Background: an optimization exercise with open tools, aiming at small area, a short achievable clock period and few clock cycles. Do not read the settings as production practice. Function was not checked in any run shown here: the RTL went through the layout flow alone.

==> flow/design.v (outline; a module is shown in full before it is edited, if it fits) <==
// module FA: 10 lines
// module INV: 3 lines
// module NAND2: 3 lines
// module NOR2: 3 lines
// module XOR2: 3 lines
// module XNOR2: 3 lines
// module A21OI: 3 lines
// module O21AI: 3 lines
// module OR2: 3 lines
// module HISEL: 10 lines
// module Bitblade: 1779 lines
// module Cfu: 58 lines
module Cfu (
  input               cmd_valid,
  output              cmd_ready,
  input      [9:0]    cmd_payload_function_id,
  input      [31:0]   cmd_payload_inputs_0,
  input      [31:0]   cmd_payload_inputs_1,
  output              rsp_valid,
  input               rsp_ready,
  output     [31:0]   rsp_payload_outputs_0,
  input               reset,
  input               clk
);
  // ...
==> flow/flow/run.sh <==
#!/bin/bash
# Standard layout, with the port buffers made from sky130_fd_sc_hd__buf_2 cells instead of
# the delay cells the flow picks by default.  make's output goes to
# standard.log; each tool's own log is under orfs/logs/.
set -euo pipefail
export BUFFER_PORTS_ARGS="-buffer_cell sky130_fd_sc_hd__buf_2"
bash standard.sh > standard.log 2>&1
==> flow/standard.sh <==
#!/bin/bash
# synth_recipe.tcl (not shown) runs the flow's synth.tcl, then flattens the netlist and writes it again
# the make line also repeats each setting of config.mk as NAME=value (left out here)
make -C /OpenROAD-flow-scripts/flow DESIGN_CONFIG=/design/flow/config.mk WORK_HOME=/design/flow/orfs CLKGATE_MAP_FILE= SYNTH_SCRIPT=/design/flow/synth_recipe.tcl "${@:-finish}"
==> flow/config.mk <==
export PLATFORM = sky130hd
export DESIGN_NAME = Cfu
export DESIGN_NICKNAME = Cfu
export VERILOG_FILES = /design/flow/design.v
export SDC_FILE = /design/flow/constraint.sdc
export NUM_CORES = 4
export LEC_CHECK = 0
export CAP_MARGIN = 20
export CORE_MARGIN = 2
export CORE_UTILIZATION = 40
export SETUP_SLACK_MARGIN = 1.5
export SLEW_MARGIN = 20
export SYNTH_HIERARCHICAL = 1
export SYNTH_MINIMUM_KEEP_SIZE = 0
==> flow/constraint.sdc <==
create_clock -name core_clock -period 13.5 [get_ports {clk}]
set_input_delay 2.7000 -clock core_clock [delete_from_list [all_inputs] [get_ports {clk}]]
set_output_delay 2.7000 -clock core_clock [all_outputs]
set_load 0.01 [all_outputs]
==> run notes, run 1 <==
* Register ranked first by flip-flop count: acc
- Across the run, the number of max-cap violations was 0.
- Sequential share of cell area: 8.79%
* Share of synthesized flip-flops with an asynchronous set or reset: 0%
- Across every metal layer, demand over resource in global routing totals between 20% and 30%.
- Global routing consumed, on the met2 layer, a little over a third of the routing resources.
* Fraction of standard cell area in multi-input logic: about four fifths
- Combinational family with the most area after synthesis: adder cells
- The worst register-to-register path ends at acc[27].
* Worst clock skew: just under 7 ps
- Number of max-slew violations in the final report: 0
- TritonCTS clock tree: yes
- Count of buffers from port buffering: roughly 110
- Routed via count: approximately 7000
- Num sequential: 46
- Counting flops and latches in the post-synthesis netlist gives 46.
- Total area of sequential cells: just over 900 µm²
- The run finished with no timing, DRC or antenna violations.
- Total area of multi-input combinational cells: between 8000 and 9000 µm²
- Of all the cell area in the finished design, non-clock buffers hold ~5.3%.
- Hold Slack: approximately 450 ps
- The library cell used most frequently in the layout, excluding fill and tap cells, is fa_1.
* Number of hold violations in the final report: 0
==> run 2, diff against run 1 <==
--- a/flow/design.v
+++ b/flow/design.v
@@ -27,25 +27,27 @@
 assign y = ~(a & b | c);
 endmodule
 module O21AI (input a, input b, input c, output y);
 assign y = ~((a | b) & c);
 endmodule
 module OR2 (input a, input b, output y);
 assign y = a | b;
 endmodule
-module HISEL #(parameter W = 13) (
-  input  [W-1:0] a,
-  input          op3,
-  input          keep,
-  output [W-1:0] h1,
-  output [W-1:0] h0
+module HAP (
+  input  a,
+  input  b,
+  output s,
+  output co
 );
-assign h1 = op3 ? a + 1'b1 : a & {W{keep}};
-assign h0 = a & {W{keep | op3}};
+assign s  = a ^ b;
+assign co = a & b;
+endmodule
+module MUX2 (input a, input b, input c, output y);
+assign y = c ? a : b;
 endmodule
 module Bitblade (
   input         sel8,    
   input         op3,     
   input  [31:0] in_a,
   input  [31:0] in_b,
   input  [31:0] acc,     
   input         ldu,     
@@ -1658,171 +1660,320 @@
 NOR2 u929 (.a(~acc[18]), .b(c829), .y(k929));
 wire k930;
 NAND2 u930 (.a(~acc[18]), .b(c829), .y(k930));
 wire k931;
 XOR2 u931 (.a(~acc[18]), .b(c829), .y(k931));
 wire k932;
 A21OI u932 (.a(k883), .b(k879), .c(k882), .y(k932));
 wire k933;
-A21OI u933 (.a(k889), .b(k885), .c(k888), .y(k933));
+A21OI u933 (.a(k886), .b(k882), .c(k885), .y(k933));
 wire k934;
-NAND2 u934 (.a(k889), .b(k886), .y(k934));
+NAND2 u934 (.a(k886), .b(k883), .y(k934));
 wire k935;
-NAND2 u935 (.a(k894), .b(k891), .y(k935));
+A21OI u935 (.a(k889), .b(k885), .c(k888), .y(k935));
 wire k936;
-NAND2 u936 (.a(k894), .b(k892), .y(k936));
+NAND2 u936 (.a(k889), .b(k886), .y(k936));
 wire k937;
-INV u937 (.a(k932), .y(k937));
+A21OI u937 (.a(k892), .b(k888), .c(k891), .y(k937));
 wire k938;
-A21OI u938 (.a(k886), .b(k937), .c(k885), .y(k938));
+NAND2 u938 (.a(k892), .b(k889), .y(k938));
 wire k939;
-O21AI u939 (.a(k934), .b(k932), .c(k933), .y(k939));
+NAND2 u939 (.a(k894), .b(k891), .y(k939));
 wire k940;
-A21OI u940 (.a(k892), .b(k939), .c(k891), .y(k940));
+NAND2 u940 (.a(k894), .b(k892), .y(k940));
 wire k941;
-INV u941 (.a(k939), .y(k941));
+INV u941 (.a(k895), .y(k941));
 wire k942;
-O21AI u942 (.a(k936), .b(k941), .c(k935), .y(k942));
+NAND2 u942 (.a(k896), .b(k894), .y(k942));
 wire k943;
-A21OI u943 (.a(k896), .b(k942), .c(k895), .y(k943));
+A21OI u943 (.a(k899), .b(k895), .c(k898), .y(k943));
 wire k944;
-A21OI u944 (.a(k902), .b(k898), .c(k901), .y(k944));
+NAND2 u944 (.a(k899), .b(k896), .y(k944));
 wire k945;
-NAND2 u945 (.a(k902), .b(k899), .y(k945));
+A21OI u945 (.a(k902), .b(k898), .c(k901), .y(k945));
 wire k946;
-A21OI u946 (.a(k908), .b(k904), .c(k907), .y(k946));
+NAND2 u946 (.a(k902), .b(k899), .y(k946));
 wire k947;
-NAND2 u947 (.a(k908), .b(k905), .y(k947));
+A21OI u947 (.a(k905), .b(k901), .c(k904), .y(k947));
 wire k948;
-A21OI u948 (.a(k914), .b(k910), .c(k913), .y(k948));
+NAND2 u948 (.a(k905), .b(k902), .y(k948));
 wire k949;
-NAND2 u949 (.a(k914), .b(k911), .y(k949));
+A21OI u949 (.a(k908), .b(k904), .c(k907), .y(k949));
 wire k950;
-NAND2 u950 (.a(k919), .b(k916), .y(k950));
+NAND2 u950 (.a(k908), .b(k905), .y(k950));
 wire k951;
-NAND2 u951 (.a(k919), .b(k917), .y(k951));
+A21OI u951 (.a(k911), .b(k907), .c(k910), .y(k951));
 wire k952;
-A21OI u952 (.a(k924), .b(k920), .c(k923), .y(k952));
+NAND2 u952 (.a(k911), .b(k908), .y(k952));
 wire k953;
-NAND2 u953 (.a(k924), .b(k921), .y(k953));
+A21OI u953 (.a(k914), .b(k910), .c(k913), .y(k953));
 wire k954;
-A21OI u954 (.a(k930), .b(k926), .c(k929), .y(k954));
+NAND2 u954 (.a(k914), .b(k911), .y(k954));
 wire k955;
-NAND2 u955 (.a(k930), .b(k927), .y(k955));
+A21OI u955 (.a(k917), .b(k913), .c(k916), .y(k955));
 wire k956;
-INV u956 (.a(k943), .y(k956));
+NAND2 u956 (.a(k917), .b(k914), .y(k956));
 wire k957;
-A21OI u957 (.a(k899), .b(k956), .c(k898), .y(k957));
+NAND2 u957 (.a(k919), .b(k916), .y(k957));
 wire k958;
-O21AI u958 (.a(k945), .b(k943), .c(k944), .y(k958));
+NAND2 u958 (.a(k919), .b(k917), .y(k958));
 wire k959;
-INV u959 (.a(k946), .y(k959));
+INV u959 (.a(k920), .y(k959));
 wire k960;
-INV u960 (.a(k947), .y(k960));
+NAND2 u960 (.a(k921), .b(k919), .y(k960));
 wire k961;
-A21OI u961 (.a(k911), .b(k959), .c(k910), .y(k961));
+A21OI u961 (.a(k924), .b(k920), .c(k923), .y(k961));
 wire k962;
-NAND2 u962 (.a(k911), .b(k960), .y(k962));
+NAND2 u962 (.a(k924), .b(k921), .y(k962));
 wire k963;
-O21AI u963 (.a(k949), .b(k946), .c(k948), .y(k963));
+A21OI u963 (.a(k927), .b(k923), .c(k926), .y(k963));
 wire k964;
-NOR2 u964 (.a(k949), .b(k947), .y(k964));
+NAND2 u964 (.a(k927), .b(k924), .y(k964));
 wire k965;
-INV u965 (.a(k950), .y(k965));
+A21OI u965 (.a(k930), .b(k926), .c(k929), .y(k965));
 wire k966;
-INV u966 (.a(k951), .y(k966));
+NAND2 u966 (.a(k930), .b(k927), .y(k966));
 wire k967;
-A21OI u967 (.a(k921), .b(k965), .c(k920), .y(k967));
+INV u967 (.a(k879), .y(k967));
 wire k968;
-NAND2 u968 (.a(k921), .b(k966), .y(k968));
+INV u968 (.a(k880), .y(k968));
 wire k969;
-O21AI u969 (.a(k953), .b(k950), .c(k952), .y(k969));
+O21AI u969 (.a(k934), .b(k967), .c(k933), .y(k969));
 wire k970;
-NOR2 u970 (.a(k953), .b(k951), .y(k970));
+O21AI u970 (.a(k936), .b(k932), .c(k935), .y(k970));
 wire k971;
-A21OI u971 (.a(k905), .b(k958), .c(k904), .y(k971));
+O21AI u971 (.a(k938), .b(k933), .c(k937), .y(k971));
 wire k972;
-INV u972 (.a(k958), .y(k972));
+NOR2 u972 (.a(k938), .b(k934), .y(k972));
 wire k973;
-O21AI u973 (.a(k947), .b(k972), .c(k946), .y(k973));
+O21AI u973 (.a(k940), .b(k935), .c(k939), .y(k973));
 wire k974;
-O21AI u974 (.a(k962), .b(k972), .c(k961), .y(k974));
+NOR2 u974 (.a(k940), .b(k936), .y(k974));
 wire k975;
-A21OI u975 (.a(k964), .b(k958), .c(k963), .y(k975));
+O21AI u975 (.a(k942), .b(k937), .c(k941), .y(k975));
 wire k976;
-A21OI u976 (.a(k927), .b(k969), .c(k926), .y(k976));
+NOR2 u976 (.a(k942), .b(k938), .y(k976));
 wire k977;
-NAND2 u977 (.a(k927), .b(k970), .y(k977));
+O21AI u977 (.a(k944), .b(k939), .c(k943), .y(k977));
 wire k978;
-INV u978 (.a(k969), .y(k978));
+NOR2 u978 (.a(k944), .b(k940), .y(k978));
 wire k979;
-INV u979 (.a(k970), .y(k979));
+O21AI u979 (.a(k946), .b(k941), .c(k945), .y(k979));
 wire k980;
-O21AI u980 (.a(k955), .b(k978), .c(k954), .y(k980));
+NOR2 u980 (.a(k946), .b(k942), .y(k980));
 wire k981;
-NOR2 u981 (.a(k955), .b(k979), .y(k981));
+O21AI u981 (.a(k948), .b(k943), .c(k947), .y(k981));
 wire k982;
-INV u982 (.a(k975), .y(k982));
+NOR2 u982 (.a(k948), .b(k944), .y(k982));
 wire k983;
-A21OI u983 (.a(k917), .b(k982), .c(k916), .y(k983));
+O21AI u983 (.a(k950), .b(k945), .c(k949), .y(k983));
 wire k984;
-O21AI u984 (.a(k951), .b(k975), .c(k950), .y(k984));
+NOR2 u984 (.a(k950), .b(k946), .y(k984));
 wire k985;
-O21AI u985 (.a(k968), .b(k975), .c(k967), .y(k985));
+O21AI u985 (.a(k952), .b(k947), .c(k951), .y(k985));
 wire k986;
-A21OI u986 (.a(k970), .b(k982), .c(k969), .y(k986));
+NOR2 u986 (.a(k952), .b(k948), .y(k986));
 wire k987;
-O21AI u987 (.a(k977), .b(k975), .c(k976), .y(k987));
+O21AI u987 (.a(k954), .b(k949), .c(k953), .y(k987));
 wire k988;
-A21OI u988 (.a(k981), .b(k982), .c(k980), .y(k988));
-wire S989;
-assign S989 = k881;
+NOR2 u988 (.a(k954), .b(k950), .y(k988));
+wire k989;
+O21AI u989 (.a(k956), .b(k951), .c(k955), .y(k989));
 wire k990;
-XOR2 u990 (.a(k884), .b(k879), .y(k990));
+NOR2 u990 (.a(k956), .b(k952), .y(k990));
 wire k991;
-XNOR2 u991 (.a(k887), .b(k932), .y(k991));
+O21AI u991 (.a(k958), .b(k953), .c(k957), .y(k991));
 wire k992;
-XNOR2 u992 (.a(k890), .b(k938), .y(k992));
+NOR2 u992 (.a(k958), .b(k954), .y(k992));
 wire k993;
-XOR2 u993 (.a(k893), .b(k939), .y(k993));
+O21AI u993 (.a(k960), .b(k955), .c(k959), .y(k993));
 wire k994;
-XNOR2 u994 (.a(k894), .b(k940), .y(k994));
+NOR2 u994 (.a(k960), .b(k956), .y(k994));
 wire k995;
-XOR2 u995 (.a(k897), .b(k942), .y(k995));
+O21AI u995 (.a(k962), .b(k957), .c(k961), .y(k995));
 wire k996;
-XNOR2 u996 (.a(k900), .b(k943), .y(k996));
+NOR2 u996 (.a(k962), .b(k958), .y(k996));
 wire k997;
-XNOR2 u997 (.a(k903), .b(k957), .y(k997));
+O21AI u997 (.a(k964), .b(k959), .c(k963), .y(k997));
 wire k998;
-XOR2 u998 (.a(k906), .b(k958), .y(k998));
+NOR2 u998 (.a(k964), .b(k960), .y(k998));
 wire k999;
-XNOR2 u999 (.a(k909), .b(k971), .y(k999));
+O21AI u999 (.a(k966), .b(k961), .c(k965), .y(k999));
 wire k1000;
-XOR2 u1000 (.a(k912), .b(k973), .y(k1000));
+NOR2 u1000 (.a(k966), .b(k962), .y(k1000));
 wire k1001;
-XOR2 u1001 (.a(k915), .b(k974), .y(k1001));
+A21OI u1001 (.a(k972), .b(k879), .c(k971), .y(k1001));
 wire k1002;
-XNOR2 u1002 (.a(k918), .b(k975), .y(k1002));
+INV u1002 (.a(k932), .y(k1002));
 wire k1003;
-XNOR2 u1003 (.a(k919), .b(k983), .y(k1003));
+A21OI u1003 (.a(k974), .b(k1002), .c(k973), .y(k1003));
 wire k1004;
-XOR2 u1004 (.a(k922), .b(k984), .y(k1004));
+A21OI u1004 (.a(k976), .b(k969), .c(k975), .y(k1004));
 wire k1005;
-XOR2 u1005 (.a(k925), .b(k985), .y(k1005));
+A21OI u1005 (.a(k978), .b(k970), .c(k977), .y(k1005));
 wire k1006;
-XNOR2 u1006 (.a(k928), .b(k986), .y(k1006));
+A21OI u1006 (.a(k980), .b(k971), .c(k979), .y(k1006));
 wire k1007;
-XOR2 u1007 (.a(k931), .b(k987), .y(k1007));
-wire ck1008;
-assign ck1008 = ~k988;
-wire [18:0] lo = {k1007, k1006, k1005, k1004, k1003, k1002, k1001, k1000, k999, k998, k997, k996, k995, k994, k993, k992, k991, k990, S989};
+NAND2 u1007 (.a(k980), .b(k972), .y(k1007));
+wire k1008;
+A21OI u1008 (.a(k982), .b(k973), .c(k981), .y(k1008));
+wire k1009;
+NAND2 u1009 (.a(k982), .b(k974), .y(k1009));
+wire k1010;
+A21OI u1010 (.a(k984), .b(k975), .c(k983), .y(k1010));
+wire k1011;
+NAND2 u1011 (.a(k984), .b(k976), .y(k1011));
+wire k1012;
+A21OI u1012 (.a(k986), .b(k977), .c(k985), .y(k1012));
+wire k1013;
+NAND2 u1013 (.a(k986), .b(k978), .y(k1013));
+wire k1014;
+A21OI u1014 (.a(k988), .b(k979), .c(k987), .y(k1014));
+wire k1015;
+NAND2 u1015 (.a(k988), .b(k980), .y(k1015));
+wire k1016;
+A21OI u1016 (.a(k990), .b(k981), .c(k989), .y(k1016));
+wire k1017;
+NAND2 u1017 (.a(k990), .b(k982), .y(k1017));
+wire k1018;
+A21OI u1018 (.a(k992), .b(k983), .c(k991), .y(k1018));
+wire k1019;
+NAND2 u1019 (.a(k992), .b(k984), .y(k1019));
+wire k1020;
+A21OI u1020 (.a(k994), .b(k985), .c(k993), .y(k1020));
+wire k1021;
+NAND2 u1021 (.a(k994), .b(k986), .y(k1021));
+wire k1022;
+A21OI u1022 (.a(k996), .b(k987), .c(k995), .y(k1022));
+wire k1023;
+NAND2 u1023 (.a(k996), .b(k988), .y(k1023));
+wire k1024;
+A21OI u1024 (.a(k998), .b(k989), .c(k997), .y(k1024));
+wire k1025;
+NAND2 u1025 (.a(k998), .b(k990), .y(k1025));
+wire k1026;
+A21OI u1026 (.a(k1000), .b(k991), .c(k999), .y(k1026));
+wire k1027;
+NAND2 u1027 (.a(k1000), .b(k992), .y(k1027));
+wire k1028;
+O21AI u1028 (.a(k1007), .b(k967), .c(k1006), .y(k1028));
+wire k1029;
+O21AI u1029 (.a(k1009), .b(k932), .c(k1008), .y(k1029));
+wire k1030;
+INV u1030 (.a(k969), .y(k1030));
+wire k1031;
+O21AI u1031 (.a(k1011), .b(k1030), .c(k1010), .y(k1031));
+wire k1032;
+INV u1032 (.a(k970), .y(k1032));
+wire k1033;
+O21AI u1033 (.a(k1013), .b(k1032), .c(k1012), .y(k1033));
+wire k1034;
+O21AI u1034 (.a(k1015), .b(k1001), .c(k1014), .y(k1034));
+wire k1035;
+O21AI u1035 (.a(k1017), .b(k1003), .c(k1016), .y(k1035));
+wire k1036;
+O21AI u1036 (.a(k1019), .b(k1004), .c(k1018), .y(k1036));
+wire k1037;
+O21AI u1037 (.a(k1021), .b(k1005), .c(k1020), .y(k1037));
+wire k1038;
+O21AI u1038 (.a(k1023), .b(k1006), .c(k1022), .y(k1038));
+wire k1039;
+NOR2 u1039 (.a(k1023), .b(k1007), .y(k1039));
+wire k1040;
+O21AI u1040 (.a(k1025), .b(k1008), .c(k1024), .y(k1040));
+wire k1041;
+NOR2 u1041 (.a(k1025), .b(k1009), .y(k1041));
+wire k1042;
+O21AI u1042 (.a(k1027), .b(k1010), .c(k1026), .y(k1042));
+wire k1043;
+NOR2 u1043 (.a(k1027), .b(k1011), .y(k1043));
+wire k1044;
+A21OI u1044 (.a(k1039), .b(k879), .c(k1038), .y(k1044));
+wire k1045;
+A21OI u1045 (.a(k1041), .b(k1002), .c(k1040), .y(k1045));
+wire k1046;
+A21OI u1046 (.a(k1043), .b(k969), .c(k1042), .y(k1046));
+wire S1047;
+assign S1047 = k881;
+wire k1048;
+XOR2 u1048 (.a(k884), .b(k879), .y(k1048));
+wire k1049;
+XNOR2 u1049 (.a(k887), .b(k932), .y(k1049));
+wire k1050;
+XOR2 u1050 (.a(k890), .b(k969), .y(k1050));
+wire k1051;
+XOR2 u1051 (.a(k893), .b(k970), .y(k1051));
+wire k1052;
+XNOR2 u1052 (.a(k894), .b(k1001), .y(k1052));
+wire k1053;
+XNOR2 u1053 (.a(k897), .b(k1003), .y(k1053));
+wire k1054;
+XNOR2 u1054 (.a(k900), .b(k1004), .y(k1054));
+wire k1055;
+XNOR2 u1055 (.a(k903), .b(k1005), .y(k1055));
+wire k1056;
+XOR2 u1056 (.a(k906), .b(k1028), .y(k1056));
+wire k1057;
+XOR2 u1057 (.a(k909), .b(k1029), .y(k1057));
+wire k1058;
+XOR2 u1058 (.a(k912), .b(k1031), .y(k1058));
+wire k1059;
+XOR2 u1059 (.a(k915), .b(k1033), .y(k1059));
+wire k1060;
+XOR2 u1060 (.a(k918), .b(k1034), .y(k1060));
+wire k1061;
+XOR2 u1061 (.a(k919), .b(k1035), .y(k1061));
+wire k1062;
+XOR2 u1062 (.a(k922), .b(k1036), .y(k1062));
+wire k1063;
+XOR2 u1063 (.a(k925), .b(k1037), .y(k1063));
+wire k1064;
+XNOR2 u1064 (.a(k928), .b(k1044), .y(k1064));
+wire k1065;
+XNOR2 u1065 (.a(k931), .b(k1045), .y(k1065));
+wire ck1066;
+assign ck1066 = ~k1046;
+wire [18:0] lo = {k1065, k1064, k1063, k1062, k1061, k1060, k1059, k1058, k1057, k1056, k1055, k1054, k1053, k1052, k1051, k1050, k1049, k1048, S1047};
 wire [12:0] inc = acc[31:19] + 1'b1;
-wire [31:0] sum = {ck1008 ? inc : acc[31:19], lo};
-wire [31:0] rspv = {(op3 & ck1008) ? inc : acc[31:19] & {13{keep | op3}}, lo & {19{op3}} | acc[18:0] & {19{keep}}};
+wire [31:0] sum = {ck1066 ? inc : acc[31:19], lo};
+wire [12:0] hi1 = op3 ? inc : acc[31:19] & {13{keep}};
+wire [12:0] hi0 = acc[31:19] & {13{keep | op3}};
+wire k1067;
+A21OI u1067 (.a(k1043), .b(k969), .c(k1042), .y(k1067));
+wire k1068;
+A21OI u1068 (.a(k1043), .b(k969), .c(k1042), .y(k1068));
+wire k1069;
+MUX2 u1069 (.a(hi0[0]), .b(hi1[0]), .c(k1046), .y(k1069));
+wire k1070;
+MUX2 u1070 (.a(hi0[1]), .b(hi1[1]), .c(k1046), .y(k1070));
+wire k1071;
+MUX2 u1071 (.a(hi0[2]), .b(hi1[2]), .c(k1046), .y(k1071));
+wire k1072;
+MUX2 u1072 (.a(hi0[3]), .b(hi1[3]), .c(k1046), .y(k1072));
+wire k1073;
+MUX2 u1073 (.a(hi0[4]), .b(hi1[4]), .c(k1046), .y(k1073));
+wire k1074;
+MUX2 u1074 (.a(hi0[5]), .b(hi1[5]), .c(k1067), .y(k1074));
+wire k1075;
+MUX2 u1075 (.a(hi0[6]), .b(hi1[6]), .c(k1067), .y(k1075));
+wire k1076;
+MUX2 u1076 (.a(hi0[7]), .b(hi1[7]), .c(k1067), .y(k1076));
+wire k1077;
+MUX2 u1077 (.a(hi0[8]), .b(hi1[8]), .c(k1067), .y(k1077));
+wire k1078;
+MUX2 u1078 (.a(hi0[9]), .b(hi1[9]), .c(k1068), .y(k1078));
+wire k1079;
+MUX2 u1079 (.a(hi0[10]), .b(hi1[10]), .c(k1068), .y(k1079));
+wire k1080;
+MUX2 u1080 (.a(hi0[11]), .b(hi1[11]), .c(k1068), .y(k1080));
+wire k1081;
+MUX2 u1081 (.a(hi0[12]), .b(hi1[12]), .c(k1068), .y(k1081));
+wire [12:0] hi = {k1081, k1080, k1079, k1078, k1077, k1076, k1075, k1074, k1073, k1072, k1071, k1070, k1069};
+wire [31:0] rspv = {hi, lo & {19{op3}} | acc[18:0] & {19{keep}}};
 assign psum = sum[10:0];
 assign rsp = rspv;
 endmodule
 module Cfu (
   input               cmd_valid,
   output              cmd_ready,
   input      [9:0]    cmd_payload_function_id,
   input      [31:0]   cmd_payload_inputs_0,
==> run 2 against run 1 <==
- global-route usage grew 0.78 points
- fmax rose by 1.6%
- critical path depth down 2
- die area rose by 7.2%
- largest cell class unchanged
==> run notes, run 2 <==
* Cell repeated most along the worst path: fa_1 (unchanged)
- Share of synthesized flip-flops with an asynchronous set or reset: 0% (unchanged)
- The global-route total usage across every layer is 22.2% (was 21.4%).
* Top-level I/O count: 112 (unchanged)
- Biggest fanout along the worst timing path: 8 (unchanged)
* TritonCTS clock tree: yes (unchanged)
- # setup viols final: 0 (unchanged)
- Area fraction of the dominant cell type after synthesis: 49.2% (was 52.8%)
* Result of the run: finished clean (unchanged)
- Die extent in y: 166 µm (was 160 µm)
- Endpoint kind of the worst setup timing path: primary output (unchanged)
* Routed vias/inst: 5.54 (was 5.37)
* Register bit count reported by yosys: 46 (unchanged)
- The number of flip-flops under the largest register name came to 32 (unchanged).
- The library cell used as clock root buffer was clkbuf_16 (unchanged).
- Critical path arrival: 8760 ps (was 8940 ps)
- Seq/Total Area, Yosys: 8.77% (was 9.41%)
- Average footprint of a synthesized cell: 9.71 µm² (was 9.92 µm²)
* Leading registers by flop count: acc: 32 flops, ups: 11 flops (unchanged)
- Commonest cells in the netlist: fa_1 (258), nand2_1 (179), nand3_1 (126) (was fa_1 (258), nand2_1 (171), nand3_1 (128)).
- The hold violation total from the final report was 0 (unchanged).
* Number of distinct library cell variants in the gate-level netlist after synthesis: 47 (was 45)
- The leftover overflow at the end of global routing came to 0 (unchanged).
- The number of enable-type register cells in the synthesized netlist was 0 (unchanged).
- Wire length of the first global-routing pass: 47700 µm (was 42500 µm)
* Post-detailed-placement cell area: 10900 µm² (was 10300 µm²)
- Synth top area cells: fa_1 (49%), dfxtp_1 (8.8%), nand2_1 (6.4%) (was fa_1 (53%), dfxtp_1 (9.4%), nand2_1 (6.6%))
- The final routed wire length divided by cell count is 20.7 µm (was 19.6 µm).
- Startpoint type of the worst setup path: input port (unchanged)
* Count of buffers from port buffering: 105 (unchanged)
- Synth Flop Type: dfxtp_1 (unchanged)
- The placement-stage worst setup slack was 2020 ps (was 1570 ps).
- Crit-path cells: buf_2 > nand2_1 > fa_1 > fa_1 > fa_1 > fa_1 > fa_1 > fa_1 > or2_2 > fa_1 > fa_1 > nor2_1 > a21oi_2 > o21ai_1 > a21oi_2 > o21ai_1 > a21oi_2 > mux2_4 > buf_2 (was buf_2 > nand3_1 > fa_1 > fa_1 > fa_1 > fa_1 > fa_1 > fa_1 > fa_1 > fa_1 > nand2_1 > a21oi_2 > o21ai_4 > a21oi_2 > inv_1 > a21oi_2 > nand2b_4 > nor3_4 > and4_1 > mux2i_1 > buf_2)
- Worst clock skew: 10.7 ps (was 6.91 ps)
- Max-cap check violation count: 0 (unchanged)
* Number of cells upsized or downsized after cts: 0 (unchanged)
- The number of global-route vias before repair is 8369 (was 7733).
- The hold buffer count at cts came to 0 (unchanged).
- The class of the worst hold path was register to register (unchanged).
- Minimum setup slack in the final design: 2040 ps (was 1860 ps)
- The routability congestion estimate from global placement came to 0.904 (was 0.881).
- The final count of pins violating max slew was 0 (unchanged).
- HPWL after detailed placement: 25100 µm (was 22200 µm)
- The arithmetic-cell share of the synthesized area counting full adders, half adders and majority gates is 49.3% (was 52.9%).
- Final Instance Count excl. Fillers: 1416 (was 1321)
- Gate count after technology mapping: 1082 (was 986)
- The cell at the slowest stage of the critical path was fa_1 (unchanged).
- The aggregate negative setup slack is 0 ps (unchanged).
- The initial antenna violation count was 0 (unchanged).
* # clock sinks: 46 (unchanged)
* Antenna Cells: 0 (unchanged)
* Number of search-and-repair iterations in the first detailed-routing pass: 5 (unchanged)
- Headroom to the max-slew limit: 36.9% (was 34.0%)
* Routed via count: 7838 (was 7099)
- The synthesized-area fraction occupied by and/or/nand/nor cells came to 21.1% (about the same).
* Number of CTS-inserted buffers: 5 (unchanged)
- Fraction of final layout cells sized beyond drive strength 1: 17.8% (was 15.9%)
- Antenna Violating Nets Remaining: 0 (unchanged)
- Initial core utilization: 40.5% (about the same)
- Fin crit period: 11460 ps (was 11640 ps)
- Kind of critical path: input port to primary output (unchanged)
- The compound-gate portion of the synthesized area came to 7.45% (was 5.09%).
* Post-synthesis xor/xnor area fraction: 3.59% (was 3.85%)
- The number of rows in the core area came to 59 (was 57).
- Buffers inserted by post-CTS timing repair: 0 (unchanged)
- The placeable core region came to 25900 µm² (was 24200 µm²).
- Net count, final: 1417 (was 1334)
- Total Routed Length: 29300 µm (was 25900 µm)
- The largest family of logic cells by synthesized area is adder cells (unchanged).
* Most frequent standard cell in the layout excluding fill and tap cells: fa_1 (unchanged)
- Share of the clock period used by the worst path after layout: 84.9% (was 86.3%)
- The number of H-tree branching levels came to 2 (unchanged).
- Placed cell count: 1408 (was 1314)
- Multiplexer area fraction after synthesis: 3.51% (was 1.94%)
- Clock-pin transition on the worst setup and hold timing paths: 70 ps (was 60 ps)
- The delay contributed by the slowest stage of the critical path came to 520 ps (was 580 ps).
- Netlist area before placement: 10500 µm² (was 9780 µm²)
* Most frequent cells in the layout: fa_1 (258), nand2_1 (179), nand3_1 (126), buf_2 (105), nand2b_1 (47) (was fa_1 (258), nand2_1 (171), nand3_1 (128), buf_2 (105), nand2b_1 (47))
- Library cell with the largest summed area after synthesis: fa_1 (unchanged)
- The buffer depth of the longest clock path was 2 (unchanged).
- Total nets after synthesis: 1419 (was 1323)
* Finished Cell Area: 11100 µm² (was 10500 µm²)
* Count of unresolved DRC violations after routing: 0 (unchanged)
- Top achievable clock speed: 87.2 MHz (was 85.9 MHz)
- Die outline area: 27600 µm² (was 25700 µm²)
- RSZ-0062 raised after global routing: no (unchanged).
* Layout-stage area growth over the synthesis result: 5.37% (was 7.12%)
- The cell with the most instances after synthesis is fa_1 (unchanged).
- Number of synthesis warnings: 7 (unchanged)
* Maximum number of pins on one net before global-route repair: 107 (was 161)
* Required time at the worst-slack endpoint: 10800 ps (about the same)
* Chip width: 166 µm (was 160 µm)
* Slew at the pin closest to its max-slew limit: 947 ps (was 990 ps)
- Source-to-sink clock delay at the later pin of the worst-skew pair: 300 ps (was 290 ps)
* Register ranked first by flip-flop count: acc (unchanged)
- The number of violations reported at the end of detailed-routing iteration 0 is 548 (was 616).
-- run 2: cell type report --
| cell class | count | area (µm²) |
|---|---|---|
| inverters | 25 | 93.8 |
| multi-input cells | 893 | 8930 |
| clock inverters | 3 | 23.8 |
| well taps | 335 | 419 |
| fillers | 2559 | 14800 |
| repair buffers | 109 | 556 |
| clock buffers | 5 | 125 |
| flip-flops and latches | 46 | 921 |
-- run 2: routing by layer --
| layer | vias to the layer above | routed length [µm] | global-route usage, % |
|---|---|---|---|
| met3 | 31 | 2420 | 4.00 |
| met1 | 4012 | 12700 | 31.8 |
| li1 | 3454 | - | - |
| met2 | 341 | 13800 | 36.1 |
| met4 | 0 | 459 | 3.59 |
| met5 | - | 0 | 0 |
-- run 2: worst max-delay path: cells and delay by family --
| family | cells | cell delay [ps] |
|---|---|---|
| and+or+nand+nor | 3 | 670 |
| AOI/OAI and AO/OA | 5 | 920 |
| buffers and inverters | 2 | 360 |
| adders and majority gates | 8 | 3730 |
| muxes | 1 | 370 |
-- run 2: cells by family after synthesis --
family	after synthesis
AND/OR/NAND/NOR	454
multiplexers	30
AO/OA/AOI/OAI	107
XOR/XNOR	43
buffers and inverters	143
adder cells (fa/ha/maj)	259
flip-flops	46
-- run 2: final timing paths --
kind | start | to | slack (ps) | depth (start not counted)
worst max-delay path | cmd_payload_inputs_0[4] | rsp_payload_outputs_0[21] | 2040 | 19
worst max register to register | mode | acc[20] | 5840 | 18
worst min register to register | ups[5] | ups[5] | 470 | 2
worst min-delay path | ups[5] | ups[5] | 470 | 2
-- run 2: Yosys stat by module (local to each module, per instance), a selection --
module | cells | copies in the design | flops+latches
MUX2 | 1 | 13 | 0
Bitblade | 498 | 1 | 0
O21AI | 1 | 28 | 0
XNOR2 | 1 | 15 | 0
XOR2 | 1 | 28 | 0
NOR2 | 1 | 35 | 0
INV | 1 | 8 | 0
FA | 1 | 258 | 0
-- run 2: through the flow --
step	hold WS (ps)	util (%)
floorplan	444	-
global placement	456	42.1
detailed placement	461	42.1
CTS	474	42.7
global route	498	42.7
finish	472	42.7

port drivers added, routing unchanged:
The results above use ideal ports. As a check the final layouts listed here were re-extracted and re-timed, cells and wires unchanged.
Step 1 sets driving cells, clkbuf_16 on the clock port and buf_2 on the other inputs (assumed; they add their load-dependent delay and slew).
Step 2 also shifts input and output timing later by t, the mid clock arrival at the registers, as if the neighbouring blocks saw the same clock.
Three values: ideal, step 1, step 2; two values: the first two.
| run | t (ns) | slack for setup (ns) | worst setup path at the end |
|---|---|---|---|
| run 1 | 0.319 | 1.856 / 1.835 / 1.835 | input to output |
| run 2 | 0.328 | 2.036 / 2.016 / 2.016 | input to output |
After both steps setup and hold are still met in every run listed. For run 1, which loses most, drivers alone change the setup slack by -0.021 ns; drivers and shift together by -0.021 ns.
